What follows belongs to an exercise in optimizing a design on an open flow for small area, a short achievable clock period and few clock cycles; a production flow would make more cautious choices.
RTL that was checked went through simulation tests only; none was proved equivalent to the original.
Power and IR drop assume default switching activity.

== 07-03 ==
==> module ahb_lite_fir_filter, before the edit <==
module ahb_lite_fir_filter(
    input logic clk,
    input logic n_rst,
    input logic hsel,
    input logic [3:0] haddr,
    input logic hsize,
    input logic [1:0] htrans,
    input logic hwrite,
    input logic [15:0] hwdata,
    output logic [15:0] hrdata,
    output logic hresp
);
    logic        wr_q;           
    logic [3:0]  a_q;
    logic        sz_q;
    logic [13:4][7:0] regs;      
    logic [7:1]  reg14;          
    logic        busy, err;
    logic [15:0] fir_out;
    logic [16:0] r_q;
    logic [3:1]  nz_q;
    logic [13:4] be;
    wire   bad_addr = (hwrite & (haddr <= 4'd3)) | (haddr == 4'd15);
    assign hresp = bad_addr;
    always_comb begin
        for (int i = 4; i <= 13; i++)
            be[i] = wr_q & (a_q[3:1] == i[3:1]) & (sz_q | (a_q[0] == i[0]));
    end
    wire be14 = wr_q & (a_q == 4'd14);
    wire start_sample = be[4] | be[5];
    wire start_load = be14 & hwdata[0];
    always_ff @(posedge clk, negedge n_rst) begin
        if (!n_rst) begin
            wr_q <= 1'b0;
            a_q <= '0;
            sz_q <= 1'b0;
            for (int i = 4; i <= 13; i++) regs[i] <= '0;
            reg14 <= '0;
        end else begin
            wr_q <= hsel & (htrans != 2'b00) & hwrite & ~bad_addr;
            a_q <= haddr;
            sz_q <= hsize;
            for (int i = 4; i <= 13; i++)
                if (be[i]) regs[i] <= i[0] ? hwdata[15:8] : hwdata[7:0];
            if (be14) reg14 <= hwdata[0] ? 7'd0 : hwdata[7:1];
        end
    end
    magnitude mag_u(.in(r_q), .nz(nz_q), .out(fir_out));
    logic [7:0] rb [0:15];
    always_comb begin
        rb[0] = {7'd0, busy};
        rb[1] = {7'd0, err};
        rb[2] = fir_out[7:0];
        rb[3] = fir_out[15:8];
        for (int i = 4; i <= 13; i++) rb[i] = regs[i];
        rb[14] = {reg14, 1'b0};
        rb[15] = 8'd0;
        hrdata[15:8] = (a_q == 4'd14 || (!sz_q && !a_q[0])) ? 8'd0 : rb[{a_q[3:1], 1'b1}];
        hrdata[7:0]  = (!sz_q && a_q[0]) ? 8'd0 : rb[{a_q[3:1], 1'b0}];
    end
    fir_filter filt(
        .clk(clk), .n_rst(n_rst),
        .start_sample(start_sample), .start_load(start_load),
        .new_sample({regs[5], regs[4]}),
        .coeff_regs({regs[13], regs[12], regs[11], regs[10], regs[9], regs[8], regs[7], regs[6]}),
        .busy(busy), .err(err), .r_q(r_q), .nz_q(nz_q)
    );
endmodule
==> flow/config.mk <==
export PLATFORM = sky130hd
export DESIGN_NAME = ahb_lite_fir_filter
export DESIGN_NICKNAME = ahb_lite_fir_filter
export VERILOG_FILES = /design/flow/design.v
export SDC_FILE = /design/flow/constraint.sdc
export NUM_CORES = 4
export LEC_CHECK = 0
export ABC_AREA = 1
export CAP_MARGIN = 30
export CORE_MARGIN = 2
export CORE_UTILIZATION = 55
export CTS_CLUSTER_DIAMETER = 100
export CTS_CLUSTER_SIZE = 25
export SETUP_SLACK_MARGIN = 5
export SLEW_MARGIN = 30
export TNS_END_PERCENT = 100
==> flow/constraint.sdc <==
create_clock -name core_clock -period 10.0 [get_ports {clk}]
set_input_delay 2.0000 -clock core_clock [delete_from_list [all_inputs] [get_ports {clk}]]
set_output_delay 2.0000 -clock core_clock [all_outputs]
set_load 0.01 [all_outputs]
standard.sh (not shown) runs the stock make flow with config.mk's settings and CLKGATE_MAP_FILE= SYNTH_SCRIPT=/design/flow/synth_recipe.tcl, a recipe that flattens the netlist after the stock synthesis.
==> flow/flow/run.sh <==
#!/bin/bash
set -euo pipefail
bash standard.sh \
    "BUFFER_PORTS_ARGS=-buffer_cell sky130_fd_sc_hd__buf_2" \
    MATCH_CELL_FOOTPRINT=0 \
    SETUP_SLACK_MARGIN=5.3 \
    finish > orfs_make.log 2>&1
07-03 completed every stage of the flow, and the final layout passed the timing, DRC and antenna checks.
Changes in 06-27 relative to 07-03:
diff --git a/flow/design.v b/flow/design.v
--- a/flow/design.v
+++ b/flow/design.v
@@ -606,12 +606,13 @@
     input logic [15:0] hwdata,
     output logic [15:0] hrdata,
     output logic hresp
 );
     logic        wr_q;           
-    logic [3:0]  a_q;
-    logic        sz_q;
+    logic [7:0]  sel_q;
+    logic        a0_q, sz_q;
+    logic        lo_q, hi_q;
     logic [13:4][7:0] regs;      
     logic [7:1]  reg14;          
     logic        busy, err;
     logic [15:0] fir_out;
     logic [16:0] r_q;
@@ -619,26 +620,32 @@
     logic [13:4] be;
     wire   bad_addr = (hwrite & (haddr <= 4'd3)) | (haddr == 4'd15);
     assign hresp = bad_addr;
     always_comb begin
         for (int i = 4; i <= 13; i++)
-            be[i] = wr_q & (a_q[3:1] == i[3:1]) & (sz_q | (a_q[0] == i[0]));
+            be[i] = wr_q & sel_q[i / 2] & (sz_q | (a0_q == i[0]));
     end
-    wire be14 = wr_q & (a_q == 4'd14);
+    wire be14 = wr_q & sel_q[7] & ~a0_q;
     wire start_sample = be[4] | be[5];
     wire start_load = be14 & hwdata[0];
     always_ff @(posedge clk, negedge n_rst) begin
         if (!n_rst) begin
             wr_q <= 1'b0;
-            a_q <= '0;
+            sel_q <= '0;
+            a0_q <= 1'b0;
             sz_q <= 1'b0;
+            lo_q <= 1'b0;
+            hi_q <= 1'b0;
             for (int i = 4; i <= 13; i++) regs[i] <= '0;
             reg14 <= '0;
         end else begin
             wr_q <= hsel & (htrans != 2'b00) & hwrite & ~bad_addr;
-            a_q <= haddr;
+            for (int k = 0; k < 8; k++) sel_q[k] <= (haddr[3:1] == k[2:0]);
+            a0_q <= haddr[0];
             sz_q <= hsize;
+            lo_q <= hsize | ~haddr[0];
+            hi_q <= (hsize | haddr[0]) & (haddr != 4'd14);
             for (int i = 4; i <= 13; i++)
                 if (be[i]) regs[i] <= i[0] ? hwdata[15:8] : hwdata[7:0];
             if (be14) reg14 <= hwdata[0] ? 7'd0 : hwdata[7:1];
         end
     end
@@ -650,12 +657,17 @@
         rb[2] = fir_out[7:0];
         rb[3] = fir_out[15:8];
         for (int i = 4; i <= 13; i++) rb[i] = regs[i];
         rb[14] = {reg14, 1'b0};
         rb[15] = 8'd0;
-        hrdata[15:8] = (a_q == 4'd14 || (!sz_q && !a_q[0])) ? 8'd0 : rb[{a_q[3:1], 1'b1}];
-        hrdata[7:0]  = (!sz_q && a_q[0]) ? 8'd0 : rb[{a_q[3:1], 1'b0}];
+        hrdata = '0;
+        for (int k = 0; k < 8; k++) begin
+            hrdata[7:0]  = hrdata[7:0]  | ({8{sel_q[k]}} & rb[2 * k]);
+            hrdata[15:8] = hrdata[15:8] | ({8{sel_q[k]}} & rb[2 * k + 1]);
+        end
+        hrdata[7:0]  = hrdata[7:0]  & {8{lo_q}};
+        hrdata[15:8] = hrdata[15:8] & {8{hi_q}};
     end
     fir_filter filt(
         .clk(clk), .n_rst(n_rst),
         .start_sample(start_sample), .start_load(start_load),
         .new_sample({regs[5], regs[4]}),
==> notes.md <==
Between 07-03 and 06-27, the flow reports total vias in the final route increasing slightly. 07-03 -> 06-27: fmax increased slightly. Going from 07-03 to 06-27, required time of the critical path level; maximum cell stage delay along the critical path moved down; detailed placement HPWL moved up. Looking at path type of the worst setup path, the flop to output pin result is from 07-03; the input pin to output pin one comes from 06-27. Where clock period minus worst slack is concerned, 07-03 is outperformed by 06-27. Looking at weighted congestion reported at the end of routability-driven placement, 06-27 sits about 1.8% above 07-03. [compare] base=07-03 new=06-27: post-synth design cell area picked up an extra 1.0%, total power increased by 11% relative to the old numbers. 06-27 vs 07-03, worst-margin pin slew went up by 0.075 ns. As far as number of hold-repair buffers added at the cts stage goes, 06-27 and 07-03 are indistinguishable; the numbers are identical. 07-03 -> 06-27: overall die width increased slightly. Compared with 07-03, in 06-27 multi-input logic cell count up 22, fraction of the mapped netlist area in adder cells shrank by 0.19 points.
Testbench counts of 06-27, summed over its fixed seeds: cycles 2,696.
No functional check of the RTL was part of 07-03.

## afterwards: timing with drivers on the ports
In the flow no input, the clock included, has a driving cell. The finished layouts below were timed again as built, in two steps. Step 1: set_driving_cell puts a clkbuf_16 on clk and a buf_2 on each other input, an assumption about the parent block. Step 2 adds t to the input delays and takes it off the output delays; t is the mean of the earliest and latest rising clock arrival at the registers after step 1. Input paths then give back, and output paths get back, about the clock's delay inside the block. a / b / c = ideal ports / drivers / drivers and shift; a / b = the first two.
run | shift t [ns] | setup slack, ns | worst setup path after step 2 | clock arrival spread, ns | worst data-port slew with drivers (ns)
07-03 | 0.605 | 5.262 / 5.201 / 5.391 | input to output | 0.023 / 0.022 | 0.13
06-27 | 0.615 | 5.345 / 5.284 / 5.323 | input to output | 0.050 / 0.050 | 0.05
After both steps setup and hold are still met in every run listed. For 06-27, which loses most, drivers alone change the setup slack by -0.061 ns; drivers and shift together by -0.022 ns.
